This is an optimization exercise on Yosys and OpenROAD, whose aim is small area, a short achievable clock period and few clock cycles per item, not a production implementation. Only simulation tests tie the RTL to the original design; equivalence was not proved.

Setup of middle:
// tea_interface
module tea_interface(
    input [63:0] in,
    input mode,
    input reset,
    input write,
    input clk,
    output [63:0] out,
    output out_ready
);
    localparam [31:0] DELTA   = 32'h9E3779B9;
    localparam [31:0] NDELTA  = 32'h61C88647;  
    localparam [31:0] SUM_DEC = 32'hC6EF3720;  
    function [31:0] bs(input [31:0] x);
        bs = {x[7:0], x[15:8], x[23:16], x[31:24]};
    endfunction
    wire [31:0] in_y = bs(in[63:32]);
    wire [31:0] in_z = bs(in[31:0]);
    reg [63:0] kp, kq;
    reg        qhi;       
    reg        wk;        
    reg [31:0] a, b, s;
    reg        m;         
    reg        ph;        
    reg        pre, post;  
    reg        busy, rdy;
    always @(posedge clk) begin
        kq <= kp;
        kp <= (reset | wk) ? {in_y, in_z} : kq;
        qhi <= wk ? 1'b1 : ~qhi;
    end
    wire        swp = pre | post;
    wire [31:0] f   = ((b << 4) + kq[63:32]) ^ (b + s) ^ ((b >> 5) + kq[31:0]);
  ...
Size in the first run: roughly 230 flip-flops, about 130 I/O pins, roughly 17,000 µm² of cells after synthesis.
==> flow/config.mk <==
export PLATFORM = sky130hd
export DESIGN_NAME = tea_interface
export DESIGN_NICKNAME = tea_interface
export VERILOG_FILES = /design/flow/design.v
export SDC_FILE = /design/flow/constraint.sdc
export NUM_CORES = 4
export LEC_CHECK = 0
export ABC_AREA = 1
export CAP_MARGIN = 20
export CORE_MARGIN = 2
export CORE_UTILIZATION = 40
export CTS_CLUSTER_DIAMETER = 100
export CTS_CLUSTER_SIZE = 30
export SLEW_MARGIN = 20
==> flow/constraint.sdc <==
create_clock -name core_clock -period 12.0 [get_ports {clk}]
set_input_delay 2.4000 -clock core_clock [delete_from_list [all_inputs] [get_ports {clk}]]
set_output_delay 2.4000 -clock core_clock [all_outputs]
set_load 0.01 [all_outputs]
standard.sh (not shown) runs the stock make flow with config.mk's settings and CLKGATE_MAP_FILE= SYNTH_SCRIPT=/design/flow/synth_recipe.tcl, a recipe that flattens the netlist after the stock synthesis.
==> flow/flow/run.sh <==
#!/bin/bash
# The standard layout, with two changes:
# - timing repair treats paths with less than MARGIN ns of slack as failing,
#   so it speeds up the design below the clock period;
# - the buffer on each input and output port is the smallest buffer.
set -euo pipefail
MARGIN=7.5
bash standard.sh SETUP_SLACK_MARGIN=$MARGIN \
  "BUFFER_PORTS_ARGS=-buffer_cell sky130_fd_sc_hd__buf_1" \
  finish > standard_finish.log 2>&1
middle: done, clean on timing, DRC and antenna
Testbench counts of middle, summed over its fixed seeds: cycles 68,736, items 1,024.
Modified inputs, west compared to middle
# middle
export LEC_CHECK = 0
export ABC_AREA = 1
export CAP_MARGIN = 20
export CORE_MARGIN = 2
export CORE_UTILIZATION = 40
export CTS_CLUSTER_DIAMETER = 100
export CTS_CLUSTER_SIZE = 30
export SLEW_MARGIN = 20
create_clock -name core_clock -period 12.0 [get_ports {clk}]
# west
export LEC_CHECK = 0
export CAP_MARGIN = 20
export CORE_MARGIN = 2
export CORE_UTILIZATION = 65
export PLACE_DENSITY = 0.8
export SLEW_MARGIN = 20
create_clock -name core_clock -period 12.0 [get_ports {clk}]
==> flow/flow/run.sh <==
#!/bin/bash
set -euo pipefail
bash standard.sh SETUP_SLACK_MARGIN=7 finish > standard_finish.log 2>&1
Findings:
| final cycle utilization of the critical path | west vs middle | 9.2 points higher |. Comparing west and middle, the lower wire length per cell after detailed routing is on middle. Compared to middle, west has post-route met1 wirelength about 24% lower. west ended up with a lower post-synthesis instance area than middle did. west — fraction of cell area in non-clock buffers 4.9 points higher, middle as reference. | first-pass GRT wire length | higher: middle |. Compared with middle, placement density in the core of west is higher. west vs middle — number of cells traversed by the worst register-to-register path dropped by a little under 10%. The critical path depth in west was lower than what middle gave. west does worse than middle on minimum period implied by the final worst setup slack.

---

Starting RTL as in the previous note.
export LEC_CHECK = 0
export ABC_AREA = 1
export CAP_MARGIN = 20
export CORE_MARGIN = 2
export CORE_UTILIZATION = 40
export CTS_BUF_LIST = sky130_fd_sc_hd__clkbuf_4
export SLEW_MARGIN = 20
create_clock -name core_clock -period 12.0 [get_ports {clk}]
==> flow/flow/run.sh <==
#!/bin/bash
# The standard layout, with two changes:
# - timing repair treats paths with less than MARGIN ns of slack as failing,
#   so it speeds up the design below the clock period;
# - the buffer on each input and output port is the smallest buffer.
set -euo pipefail
MARGIN=7.5
bash standard.sh SETUP_SLACK_MARGIN=$MARGIN \
  "BUFFER_PORTS_ARGS=-buffer_cell sky130_fd_sc_hd__buf_1" \
  finish > standard_finish.log 2>&1
Testbench counts at the start, summed over its fixed seeds: cycles 68,736, items 1,024.
Change:
==> flow/run.sh (new file) <==
#!/bin/bash
# synth_recipe.tcl (not shown) runs the flow's synth.tcl, then flattens the netlist and writes it again
# the make line also repeats each setting of config.mk as NAME=value (left out here)
make -C /OpenROAD-flow-scripts/flow DESIGN_CONFIG=/design/flow/config.mk WORK_HOME=/design/flow/orfs CLKGATE_MAP_FILE= SYNTH_SCRIPT=/design/flow/synth_recipe.tcl finish
Settings changed: ABC_AREA 1 to default, CTS_BUF_LIST sky130_fd_sc_hd__clkbuf_4 to default.
removed: flow/flow/run.sh
removed: flow/standard.sh
Synthesized cell count is lower by about 30%.
Sequential share of layout area goes up by 2.3 points.
Change:
==> flow/flow/run.sh (new file) <==
#!/bin/bash
set -euo pipefail
bash standard.sh SETUP_SLACK_MARGIN=7.5 finish > standard_finish.log 2>&1
==> flow/standard.sh (new file) <==
#!/bin/bash
# synth_recipe.tcl (not shown) runs the flow's synth.tcl, then flattens the netlist and writes it again
# the make line also repeats each setting of config.mk as NAME=value (left out here)
make -C /OpenROAD-flow-scripts/flow DESIGN_CONFIG=/design/flow/config.mk WORK_HOME=/design/flow/orfs CLKGATE_MAP_FILE= SYNTH_SCRIPT=/design/flow/synth_recipe.tcl "${@:-finish}"
Settings changed: ABC_AREA from default to 1.
removed: flow/run.sh
What happened: Sequential share of layout area drops by 4.1 points; synthesized area rises by 7.8%; final cell count is higher by 34%; utilization increases by 3.3 points; global-route usage is higher by 4.6 points; via count grows by 32%; cell area goes up by 16%.
Change:
==> flow/flow/run.sh (replaced) <==
#!/bin/bash
# The standard layout, with timing repair aiming below the clock period:
# repair_timing treats paths with less than MARGIN ns of slack as failing.
set -euo pipefail
MARGIN=7
bash standard.sh SETUP_SLACK_MARGIN=$MARGIN finish > standard_finish.log 2>&1
Settings changed: ABC_AREA 1 to default.
After rerunning:
- The changed run went through all stages and came out clean
- wire length falls by 21%
- clock skew falls by 0.0094 ns
- die area falls by 7.1%
- global-route usage falls by 3.6 points
- cell area falls by 6.4%
- utilization rises by 0.70 points
- setup slack degrades by 0.99 ns
Change:
==> flow/flow/run.sh (replaced) <==
#!/bin/bash
set -euo pipefail
bash standard.sh SETUP_SLACK_MARGIN=7 ADDER_MAP_FILE= finish > standard_finish.log 2>&1
- The new run produced a clean layout
- maximum frequency increases slightly
- synthesized cell count increases by a quarter to a third
- worst setup slack improves by 0.055 ns
- routed wire length increases by about a fifth
- register-to-register slack improves by 0.05 ns
- area after synthesis increases by roughly a tenth
- clock skew increases by 0.0066 ns
- hold slack improves by 0.0032 ns
- utilization is about the same
- via count increases by a quarter to a third
Change:
==> flow/run.sh (new file) <==
#!/bin/bash
# synth_recipe.tcl (not shown) runs the flow's synth.tcl, then flattens the netlist and writes it again
# the make line also repeats each setting of config.mk as NAME=value (left out here)
make -C /OpenROAD-flow-scripts/flow DESIGN_CONFIG=/design/flow/config.mk WORK_HOME=/design/flow/orfs CLKGATE_MAP_FILE= SYNTH_SCRIPT=/design/flow/synth_recipe.tcl finish
Settings changed: ABC_AREA from default to 1.
removed: flow/flow/run.sh
removed: flow/standard.sh
The new run completed with no timing, DRC or antenna violations; non-clock buffer count shrinks by 161; first-iteration DRC count decreases by 16%; utilization decreases by 4.4 points; final area came out lower by 12%; sequential share of layout area came out higher by 3.5 points; hold slack gets worse by 0.0045 ns.

---

Another version of the RTL of tea_interface (not shown whole).
Size in the first run: ~2000 cells after synthesis, roughly 230 flip-flops, about 130 I/O pins, ~0.016 mm2 of cells after synthesis.
clock: 12.0 ns
lec_check: 0
abc_area: 1
cap_margin: 20
core_margin: 2
core_utilization: 40
cts_cluster_diameter: 80
cts_cluster_size: 30
slew_margin: 20
==> flow/flow/run.sh <==
#!/bin/bash
# The standard layout, with three changes:
# - timing repair treats paths with less than MARGIN ns of slack as failing,
#   so it speeds up the design below the clock period;
# - the buffer on each input and output port is the smallest buffer;
# - clock tree synthesis adds no dummy loads.
set -euo pipefail
MARGIN=7.5
bash standard.sh SETUP_SLACK_MARGIN=$MARGIN \
  "BUFFER_PORTS_ARGS=-buffer_cell sky130_fd_sc_hd__buf_1" \
  "CTS_ARGS=-sink_clustering_enable -repair_clock_nets -sink_clustering_size 30 -sink_clustering_max_diameter 80 -dont_use_dummy_load" \
  finish > standard_finish.log 2>&1
The first run produced a clean layout.
Testbench counts at the start, summed over its fixed seeds: cycles 68,736, items 1,024.
Rerun with:
==> flow/flow/run.sh (replaced) <==
#!/bin/bash
# The standard layout, with three changes:
# - synthesis leaves adders to ABC instead of mapping them to half- and
#   full-adder cells first (ADDER_MAP_FILE empty); registers are unchanged;
# - timing repair treats paths with less than MARGIN ns of slack as failing,
#   so it speeds up the design below the clock period;
# - the buffer on each input and output port is the smallest buffer.
set -euo pipefail
MARGIN=7.5
bash standard.sh SETUP_SLACK_MARGIN=$MARGIN ADDER_MAP_FILE= \
  "BUFFER_PORTS_ARGS=-buffer_cell sky130_fd_sc_hd__buf_1" \
  finish > standard_finish.log 2>&1
Outcome: Register-to-register slack is better by 0.34 ns; global-route usage rose by 2.2 points; setup slack gains 0.29 ns; design area goes up by 3.2%; routed wire length went up by 18%; sequential share of layout area falls by 0.92 points; count of clock-buffer cells in the layout rises by 2; first-iteration DRC count came out higher by 67%; cell count is higher by 26%.
Rerun with:
==> flow/flow/run.sh (replaced) <==
#!/bin/bash
# The standard layout, with two changes:
# - timing repair treats paths with less than MARGIN ns of slack as failing,
#   so it speeds up the design below the clock period;
# - the buffer on each input and output port is the smallest buffer.
set -euo pipefail
MARGIN=7.5
bash standard.sh SETUP_SLACK_MARGIN=$MARGIN \
  "BUFFER_PORTS_ARGS=-buffer_cell sky130_fd_sc_hd__buf_1" \
  finish > standard_finish.log 2>&1
Settings changed: CTS_CLUSTER_DIAMETER 80 to 60, CTS_CLUSTER_SIZE 30 to 20.
Clock skew went up by 0.015 ns. Via count falls by 20%. First-iteration DRC count came out lower by 35%. Area after synthesis went down by 8.0%. Clock-buffer cell count is higher by 6. Maximum frequency is lower by 6.0%. Wire length goes down by 14%.
Rerun with:
Settings changed: CTS_CLUSTER_DIAMETER 60 to 80, CTS_CLUSTER_SIZE 20 to 30.
Effect: The changed run went through all stages and came out clean. Global-route usage is about the same. Final area fell by a few percent. Worst setup slack gets better by 0.0083 ns. Via count falls slightly.

---

xenon:
The RTL this note starts from:
==> flow/design.v <==
module tea_interface(
    input [63:0] in,
    input mode,
    input reset,
    input write,
    input clk,
    output [63:0] out,
    output out_ready
);
    localparam [31:0] DELTA   = 32'h9E3779B9;
    localparam [31:0] NDELTA  = 32'h61C88647;  
    localparam [31:0] SUM_DEC = 32'hC6EF3720;  
    function [31:0] bs(input [31:0] x);
        bs = {x[7:0], x[15:8], x[23:16], x[31:24]};
    endfunction
    wire [31:0] in_y = bs(in[63:32]);
    wire [31:0] in_z = bs(in[31:0]);
    reg [63:0] kp, kq;
    reg        qhi;       
    reg        wk;        
    reg [31:0] a, b, s;
    reg        m;         
    reg        ph;        
    reg        pre, post;  
    reg        busy, rdy;
    localparam [159:0] TOP = {32'h00008000, 32'h00800080, 32'h08080808, 32'h22222222, 32'h55555555};
    localparam [159:0] HI  = {32'hFFFF0000, 32'hFF00FF00, 32'hF0F0F0F0, 32'hCCCCCCCC, 32'hAAAAAAAA};
    function [31:0] skl_spread(input [31:0] x, input integer l);
        reg [31:0] t;
        integer k;
        begin
            t = x << 1;
            for (k = 0; k < l; k = k + 1)
                t = t | (t << (1 << k));
            skl_spread = t;
        end
    endfunction
    function [31:0] skl_add(input [31:0] x, input [31:0] y);
        reg [31:0] g, p;
        integer l;
        begin
            g = x & y;
            p = x ^ y;
            for (l = 0; l < 5; l = l + 1) begin
                g = g | (p & skl_spread(g & TOP[l*32 +: 32], l));
                p = p & (skl_spread(p & TOP[l*32 +: 32], l) | ~HI[l*32 +: 32]);
            end
            skl_add = (x ^ y) ^ {g[30:0], 1'b0};
        end
    endfunction
    always @(posedge clk) begin
        kq <= kp;
        kp <= (reset | wk) ? {in_y, in_z} : kq;
        qhi <= wk ? 1'b1 : ~qhi;
    end
    wire        swp = pre | post;
    wire [31:0] t1 = skl_add(b << 4, kq[63:32]);
    wire [31:0] t2 = skl_add(b, s);
    wire [31:0] t3 = skl_add(b >> 5, kq[31:0]);
    wire [31:0] f   = t1 ^ t2 ^ t3;
    wire [31:0] fe  = f & {32{~swp}};
    wire [31:0] mm  = {32{m}};
    wire [31:0] nbr = skl_add(mm ^ a, fe);
    wire [31:0] nb  = mm ^ nbr;
    wire go   = busy & (swp | (qhi == (m ~^ ph)));
    wire fin  = ph & (s == (m ? DELTA : SUM_DEC));
    always @(posedge clk) begin
        if (reset) begin
            wk   <= 1'b1;
            busy <= 1'b0;
            rdy  <= 1'b0;
        end else begin
            wk <= 1'b0;
            if (write) begin
                busy <= 1'b1;
                rdy  <= 1'b0;
            end else if (go & (post | (~m & ~swp & fin))) begin
                busy <= 1'b0;
                rdy  <= 1'b1;
            end
        end
    end
    wire        sup = go & ~swp & ph;
    always @(posedge clk)
        s <= busy ? s + ((m ? NDELTA : DELTA) & {32{sup}}) : (mode ? SUM_DEC : DELTA);
    always @(posedge clk) begin
        if (!busy) begin
            m    <= mode;
            ph   <= 1'b0;
            pre  <= mode;
            post <= 1'b0;
        end else if (go) begin
            if (swp) begin
                pre  <= 1'b0;
                post <= 1'b0;
            end else begin
                ph <= ~ph;
                if (m & fin) post <= 1'b1;
            end
        end
    end
    always @(posedge clk)
        if (write | go) begin
            a <= busy ? b  : in_y;
            b <= busy ? nb : in_z;
        end
    assign out = {bs(a), bs(b)};
    assign out_ready = rdy;
endmodule
clock: 12.0 ns
lec_check: 0
abc_area: 1
cap_margin: 20
core_margin: 2
core_utilization: 40
cts_cluster_diameter: 80
cts_cluster_size: 30
slew_margin: 20
==> flow/flow/run.sh <==
#!/bin/bash
# The standard layout, with four changes:
# - synthesis leaves adders to ABC instead of mapping them to half- and
#   full-adder cells first (ADDER_MAP_FILE empty); registers are unchanged;
# - timing repair treats paths with less than MARGIN ns of slack as failing,
#   so it speeds up the design below the clock period;
# - the buffer on each input and output port is the smallest buffer;
# - clock tree synthesis adds no dummy loads.
set -euo pipefail
MARGIN=7.5
bash standard.sh SETUP_SLACK_MARGIN=$MARGIN ADDER_MAP_FILE= \
  "BUFFER_PORTS_ARGS=-buffer_cell sky130_fd_sc_hd__buf_1" \
  "CTS_ARGS=-sink_clustering_enable -repair_clock_nets -sink_clustering_size 30 -sink_clustering_max_diameter 80 -dont_use_dummy_load" \
  finish > standard_finish.log 2>&1
xenon: all stages complete, timing, DRC and antenna checks passed
Testbench counts of xenon, summed over its fixed seeds: cycles 68,736, items 1,024.
## Diff of input files: violet against xenon
--- a/flow/flow/run.sh
+++ b/flow/flow/run.sh
@@ -8,5 +8,5 @@
 # - clock tree synthesis adds no dummy loads.
 set -euo pipefail
-MARGIN=7.5
+MARGIN=8.5
 bash standard.sh SETUP_SLACK_MARGIN=$MARGIN ADDER_MAP_FILE= \
   "BUFFER_PORTS_ARGS=-buffer_cell sky130_fd_sc_hd__buf_1" \
Notes after the runs:
Count of clock-buffer cells in the layout (higher): violet
A startpoint-to-endpoint class of the critical path of flop to output pin is what violet shows, while flop to flop belongs to xenon.
Looking at hold slack across both flows, violet is the stronger of the two, with xenon trailing.
violet against xenon.
Compared with xenon, violet shows clock period minus worst slack lower by 0.32 ns.
The run showing the smaller final standard cell utilization of the core is xenon.
Compared with xenon, violet shows a higher cell area.
#### Input delta (harbor over violet)
--- a/flow/flow/run.sh
+++ b/flow/flow/run.sh
@@ -8,5 +8,5 @@
 # - clock tree synthesis adds no dummy loads.
 set -euo pipefail
-MARGIN=8.5
+MARGIN=8
 bash standard.sh SETUP_SLACK_MARGIN=$MARGIN ADDER_MAP_FILE= \
   "BUFFER_PORTS_ARGS=-buffer_cell sky130_fd_sc_hd__buf_1" \
Notes after the runs:
- Each of the runs, namely harbor and violet, reached the end of the flow and came out clean.
- On gate count of the mapped netlist, harbor and violet are neck and neck.
- ~same setup violation total in the final timing report in harbor and violet
- harbor against violet: post-detailed-routing wire length saw a decrease, global-route usage shrank by 2.2 points.
- Taking violet as the reference, in harbor clock buffer instance count of the final layout shows a reduction of 2, ratio of cells with drive above 1 in the final layout saw a decrease.
- For the layout overhead on the synthesized area, harbor came in 20 points lower than violet did.
- End point of the critical path: out[29] -> violet, out[9] -> harbor
- In harbor, the count of buffers not belonging to the clock network in the layout came out about 50% below the value in violet.
--- input diff harbor..lagoon ---
- clearing CTS_CLUSTER_DIAMETER, which used to be 80
- clearing CTS_CLUSTER_SIZE, which used to be 30
--- a/flow/flow/run.sh
+++ b/flow/flow/run.sh
@@ -11,4 +11,4 @@
 bash standard.sh SETUP_SLACK_MARGIN=$MARGIN ADDER_MAP_FILE= \
   "BUFFER_PORTS_ARGS=-buffer_cell sky130_fd_sc_hd__buf_1" \
-  "CTS_ARGS=-sink_clustering_enable -repair_clock_nets -sink_clustering_size 30 -sink_clustering_max_diameter 80 -dont_use_dummy_load" \
+  "CTS_ARGS=-sink_clustering_enable -repair_clock_nets -dont_use_dummy_load" \
   finish > standard_finish.log 2>&1
==> comparison <==
Relative to harbor, global routing met2 resource utilization has increased by 0.25 points in lagoon.
Between harbor and lagoon, the difference in register-to-register slack is negligible.
Number of instances in the placed design came out exactly the same in harbor and lagoon.
Arrival time at the worst endpoint of lagoon is on par with harbor.
lagoon vs. harbor: post-CTS clock slew at the launch and capture registers of the worst setup and hold paths dropped 0.04 ns; number of clock buffers inserted by TritonCTS climbed 9; number of setup buffers added after CTS dropped 4.
Per the comparison of lagoon with harbor, global-route met1 utilization now sits lower, setup slack saw an increase, post-layout minimum cycle time moved down.
Proportion of synthesized flip-flops having asynchronous set or reset: lagoon vs harbor identical
Edits applied to the flow inputs when going from lagoon to quartz:
- CTS_CLUSTER_SIZE newly set to 30
- CTS_CLUSTER_DIAMETER newly set to 80
--- a/flow/flow/run.sh
+++ b/flow/flow/run.sh
@@ -8,7 +8,7 @@
 # - clock tree synthesis adds no dummy loads.
 set -euo pipefail
-MARGIN=8
+MARGIN=8.25
 bash standard.sh SETUP_SLACK_MARGIN=$MARGIN ADDER_MAP_FILE= \
   "BUFFER_PORTS_ARGS=-buffer_cell sky130_fd_sc_hd__buf_1" \
-  "CTS_ARGS=-sink_clustering_enable -repair_clock_nets -dont_use_dummy_load" \
+  "CTS_ARGS=-sink_clustering_enable -repair_clock_nets -sink_clustering_size 30 -sink_clustering_max_diameter 80 -dont_use_dummy_load" \
   finish > standard_finish.log 2>&1
## What came out
Looking only at clock edge transition at the registers on the reported setup and hold paths, and setting everything else aside, the lower value of quartz and lagoon goes to lagoon.
Higher buffer and inverter count on the worst path among quartz and lagoon: quartz
Between quartz and lagoon, proportion of cell area occupied by multi-input gates is higher for quartz, lagoon comes in under that.
Changes observed in quartz relative to lagoon: number of cells on the critical path went up 3; final clock period utilization by the worst path stayed essentially flat; sequential fraction of total cell area shrank by 1.3 points.
quartz reports a higher post-layout utilization of the core than lagoon does.

[re-timing with driven ports]
The flow's constraints put no driver on any port. The routed layouts listed below were extracted and timed again, unchanged, in two steps. Step 1, drivers: a clkbuf_16 drives clk and a buf_2 each remaining input, both assumed. Step 2 times the ports against the registers' clock, not the clock port: input delays grow and output delays shrink by t, the midpoint of the rising clock arrivals with the driver on. Slacks: ideal / step 1 / step 2; pairs: ideal / step 1.
run | t (ns) | setup slack, ns | latest minus earliest clock arrival (ns) | pins driven straight from the clock port
middle | 0.578 | 7.501 / 7.501 / 7.139 | 0.033 / 0.033 | 1
west | 0.585 | 6.394 / 6.394 / 6.394 | 0.011 / 0.012 | 1
the first run of note 2 | 0.840 | 7.414 / 7.414 / 7.277 | 0.088 / 0.088 | 1
the second run of note 2 | 0.615 | 5.675 / 5.675 / 5.675 | 0.011 / 0.011 | 1
the third run of note 2 | 0.633 | 7.529 / 7.529 / 6.987 | 0.019 / 0.020 | 1
the fourth run of note 2 | 0.603 | 6.540 / 6.540 / 6.540 | 0.010 / 0.009 | 1
the fifth run of note 2 | 0.612 | 6.594 / 6.594 / 6.594 | 0.016 / 0.016 | 1
the sixth run of note 2 | 0.637 | 6.943 / 6.943 / 6.528 | 0.013 / 0.013 | 1
the first run of note 3 | 0.556 | 7.584 / 7.584 / 7.160 | 0.068 / 0.068 | 1
the second run of note 3 | 0.581 | 7.871 / 7.902 / 7.322 | 0.025 / 0.025 | 1
the third run of note 3 | 0.619 | 7.609 / 7.609 / 7.173 | 0.039 / 0.039 | 1
the fourth run of note 3 | 0.573 | 7.617 / 7.617 / 7.157 | 0.037 / 0.037 | 1
xenon | 0.577 | 7.950 / 7.950 / 7.950 | 0.095 / 0.096 | 1
violet | 0.587 | 8.267 / 8.210 / 8.195 | 0.054 / 0.054 | 1
harbor | 0.569 | 8.138 / 8.083 / 7.747 | 0.054 / 0.055 | 1
lagoon | 0.613 | 8.153 / 8.097 / 7.738 | 0.021 / 0.021 | 1
quartz | 0.569 | 8.163 / 8.107 / 7.853 | 0.057 / 0.057 | 1
After both steps setup and hold are still met in every run listed. For the second run of note 3, which loses most, drivers alone change the setup slack by +0.031 ns; drivers and shift together by -0.549 ns.
